Background: an optimization exercise with open tools, aiming at small area. Do not read the settings as production practice.
The RTL was checked by simulation tests, not by an equivalence proof against the original design.
Power figures rest on the tool's default switching activity, not on a simulated workload.

Design DSP, start of the top module:
module DSP
(
    input clock,
    input i_reset,
    input [3:0] i_sw,
    output signed [10:0] fir_Q,
    output signed [10:0] fir_I,
    output [63:0] o_bits_count_Q,
    output [63:0] o_error_count_Q,
    output [63:0] o_bits_count_I,
    output [63:0] o_error_count_I
);
==> module DSP, before the edit <==
module DSP
(
    input clock,
    input i_reset,
    input [3:0] i_sw,
    output signed [10:0] fir_Q,
    output signed [10:0] fir_I,
    output [63:0] o_bits_count_Q,
    output [63:0] o_error_count_Q,
    output [63:0] o_bits_count_I,
    output [63:0] o_error_count_I
);
localparam NB_CHECK = 511;
wire tick;
enable_signal u_enable_signal (
    .clock(clock),
    .i_reset(i_reset),
    .i_sw(i_sw[1:0]),
    .BR_clock(tick)
);
wire prbs_Q, prbs_I;
wire [4:0] hist_Q, hist_I;
prbs u_prbs (
    .clock(clock),
    .i_reset(i_reset),
    .i_advance(i_sw[0] & tick),
    .o_Q(prbs_Q),
    .o_I(prbs_I),
    .o_hist_Q(hist_Q),
    .o_hist_I(hist_I)
);
reg [1:0] address;
always @(posedge clock, negedge i_reset) begin
  if (!i_reset)
    address <= 2'b00;
  else if (tick)
    address <= 2'b00;
  else
    address <= address + 1'b1;
end
wire signed [8:0] sum_Q, sum_I;
fir u_fir_Q (.i_sim(prbs_Q), .i_hist(hist_Q), .i_phase(address), .o_sum(sum_Q));
fir u_fir_I (.i_sim(prbs_I), .i_hist(hist_I), .i_phase(address), .o_sum(sum_I));
reg signed [8:0] sal_fir_Q, sal_fir_I;
always @(posedge clock, negedge i_reset) begin
  if (!i_reset) begin
    sal_fir_Q <= 9'd0;
    sal_fir_I <= 9'd0;
  end
  else begin
    sal_fir_Q <= sum_Q;
    sal_fir_I <= sum_I;
  end
end
assign fir_Q = {{2{sal_fir_Q[8]}}, sal_fir_Q};
assign fir_I = {{2{sal_fir_I[8]}}, sal_fir_I};
wire bit_Q, bit_I;
downsampling_slicer u_slicer_Q (
    .clock(clock), .i_reset(i_reset), .i_fir_sign(sal_fir_Q[8]),
    .i_sel_phase(i_sw[3:2]), .o_bit(bit_Q));
downsampling_slicer u_slicer_I (
    .clock(clock), .i_reset(i_reset), .i_fir_sign(sal_fir_I[8]),
    .i_sel_phase(i_sw[3:2]), .o_bit(bit_I));
reg [1:0] sel_phase_reg;
reg reset_sinc;
always @(posedge clock, negedge i_reset) begin
  if (!i_reset) begin
    sel_phase_reg <= 2'b00;
    reset_sinc    <= 1'b0;
  end
  else begin
    sel_phase_reg <= i_sw[3:2];
    reset_sinc    <= (i_sw[2] & ~sel_phase_reg[0]) |
                     (i_sw[3] & ~sel_phase_reg[1]) |
                     ((sel_phase_reg != 2'b00) & (i_sw[3:2] == 2'b00));
  end
end
reg [8:0] checker_count;
reg [2:0] pos_a;
reg [3:0] pos_b, pos_c;
reg locked;
wire shift  = i_sw[1] & tick;
wire ctick  = shift & ~reset_sinc;
wire last   = (checker_count == NB_CHECK-1);
wire close  = ctick & ~locked & last;
wire search = ctick & ~locked & ~last;
wire count  = ctick & locked;
wire [10:0] pos = {pos_a, pos_b, pos_c};
wire pos_end = (pos_a == 3'd6) & (pos_b == 4'd2) & (pos_c == 4'd6);    
always @(posedge clock, negedge i_reset) begin
  if (!i_reset) begin
    checker_count <= 9'd0;
    pos_a         <= 3'd0;
    pos_b         <= 4'd0;
    pos_c         <= 4'd0;
    locked        <= 1'b0;
  end
  else if (reset_sinc) begin
    checker_count <= 9'd0;
    pos_a         <= 3'd0;
    pos_b         <= 4'd0;
    pos_c         <= 4'd0;
    locked        <= 1'b0;
  end
  else begin
    if (close) begin
      checker_count <= 9'd0;
      if (pos_end) begin
        pos_a  <= 3'd0;
        pos_b  <= 4'd0;
        pos_c  <= 4'd0;
        locked <= 1'b1;
      end
      else if (pos_c != 4'd8)
        pos_c <= pos_c + 1'b1;
      else begin
        pos_c <= 4'd0;
        if (pos_b != 4'd8)
          pos_b <= pos_b + 1'b1;
        else begin
          pos_b <= 4'd0;
          pos_a <= pos_a + 1'b1;
        end
      end
    end
    else if (search | count)
      checker_count <= checker_count + 1'b1;
    if (count & (&checker_count))
      {pos_a, pos_b, pos_c} <= {pos_a, pos_b, pos_c} + 1'b1;
  end
end
BER u_BER_Q (
    .clock(clock), .i_reset(i_reset), .i_reset_sinc(reset_sinc),
    .i_shift(shift), .i_search(search), .i_close(close), .i_count(count),
    .i_locked(locked), .i_lock(pos_end), .i_pos(pos), .i_PRBS(prbs_Q), .i_sim(bit_Q),
    .o_error_count(o_error_count_Q));
BER u_BER_I (
    .clock(clock), .i_reset(i_reset), .i_reset_sinc(reset_sinc),
    .i_shift(shift), .i_search(search), .i_close(close), .i_count(count),
    .i_locked(locked), .i_lock(pos_end), .i_pos(pos), .i_PRBS(prbs_I), .i_sim(bit_I),
    .o_error_count(o_error_count_I));
wire [43:0] bits_hi;
counter #(.W(44)) u_bits_hi (
    .clock(clock), .i_reset(i_reset), .i_clear(reset_sinc),
    .i_inc(count & (&checker_count) & (&pos)), .o_count(bits_hi));
wire [63:0] bits_count = {bits_hi, {pos, checker_count} & {20{locked}}};
assign o_bits_count_Q = bits_count;
assign o_bits_count_I = bits_count;
endmodule
export LEC_CHECK = 0
export CAP_MARGIN = 20
export CORE_MARGIN = 2
export CORE_UTILIZATION = 40
export SLEW_MARGIN = 20
export SYNTH_HIERARCHICAL = 1
create_clock -name core_clock -period 10.0 [get_ports {clock}]
standard.sh (not shown) runs the stock make flow with config.mk's settings and CLKGATE_MAP_FILE= SYNTH_SCRIPT=/design/flow/synth_recipe.tcl, a recipe that flattens the netlist after the stock synthesis.
==> flow/flow/run.sh <==
#!/bin/bash
# The standard layout (standard.sh, standard synthesis unchanged) with
# two changes: the port buffers use the smallest buffer cell, and clock tree
# synthesis clusters up to 26 sinks per leaf buffer without dummy loads.
set -euo pipefail
export BUFFER_PORTS_ARGS="-buffer_cell sky130_fd_sc_hd__buf_1"
export CTS_ARGS="-sink_clustering_enable -repair_clock_nets -dont_use_dummy_load -sink_clustering_size 26 -sink_clustering_max_diameter 90"
bash standard.sh > standard.log 2>&1
Change:
--- a/flow/design.v
+++ b/flow/design.v
@@ -463,8 +463,6 @@
     end
     else if (search | count)
       checker_count <= checker_count + 1'b1;
-    if (count & (&checker_count))
-      {pos_a, pos_b, pos_c} <= {pos_a, pos_b, pos_c} + 1'b1;
   end
 end
 BER u_BER_Q (
@@ -477,11 +475,11 @@
     .i_shift(shift), .i_search(search), .i_close(close), .i_count(count),
     .i_locked(locked), .i_lock(pos_end), .i_pos(pos), .i_PRBS(prbs_I), .i_sim(bit_I),
     .o_error_count(o_error_count_I));
-wire [43:0] bits_hi;
-counter #(.W(44)) u_bits_hi (
+wire [54:0] bits_hi;
+counter #(.W(55)) u_bits_hi (
     .clock(clock), .i_reset(i_reset), .i_clear(reset_sinc),
-    .i_inc(count & (&checker_count) & (&pos)), .o_count(bits_hi));
-wire [63:0] bits_count = {bits_hi, {pos, checker_count} & {20{locked}}};
+    .i_inc(count & (&checker_count)), .o_count(bits_hi));
+wire [63:0] bits_count = {bits_hi, checker_count & {9{locked}}};
 assign o_bits_count_Q = bits_count;
 assign o_bits_count_I = bits_count;
 endmodule
Outcome: Combinational power goes down by 40%. Clock-buffer cell count goes up by 1. Die area goes up by 0.52%. Setup slack is better by 0.10 ns. Global-route usage goes down by 0.28 points. Sequential share of layout area goes up by 0.14 points. Non-clock buffer count goes down by 4.

==> port drivers added, routing unchanged <==
The results above use ideal ports. As a check the final layouts listed here were re-extracted and re-timed, cells and wires unchanged.
Step 1, drivers: a clkbuf_16 drives clock and a buf_2 each remaining input, both assumed.
Step 2 adds t to the input delays and takes it off the output delays; t is the mean of the earliest and latest rising clock arrival at the registers after step 1. Input paths then give back, and output paths get back, about the clock's delay inside the block.
a / b / c = ideal / step 1 / step 2; a / b = the first two.
run | shift t [ns] | slack for setup (ns) | worst data-port slew with drivers (ns) | pins driven straight from the clock port
the first run | 0.770 | 4.614 / 4.653 / 3.883 | 0.05 | 1
the second run | 0.754 | 4.718 / 4.770 / 4.016 | 0.07 | 1
After both steps every run listed still meets setup and hold. The setup slack of the first run, which loses most, moves by +0.039 ns with the drivers and by -0.731 ns with both steps.
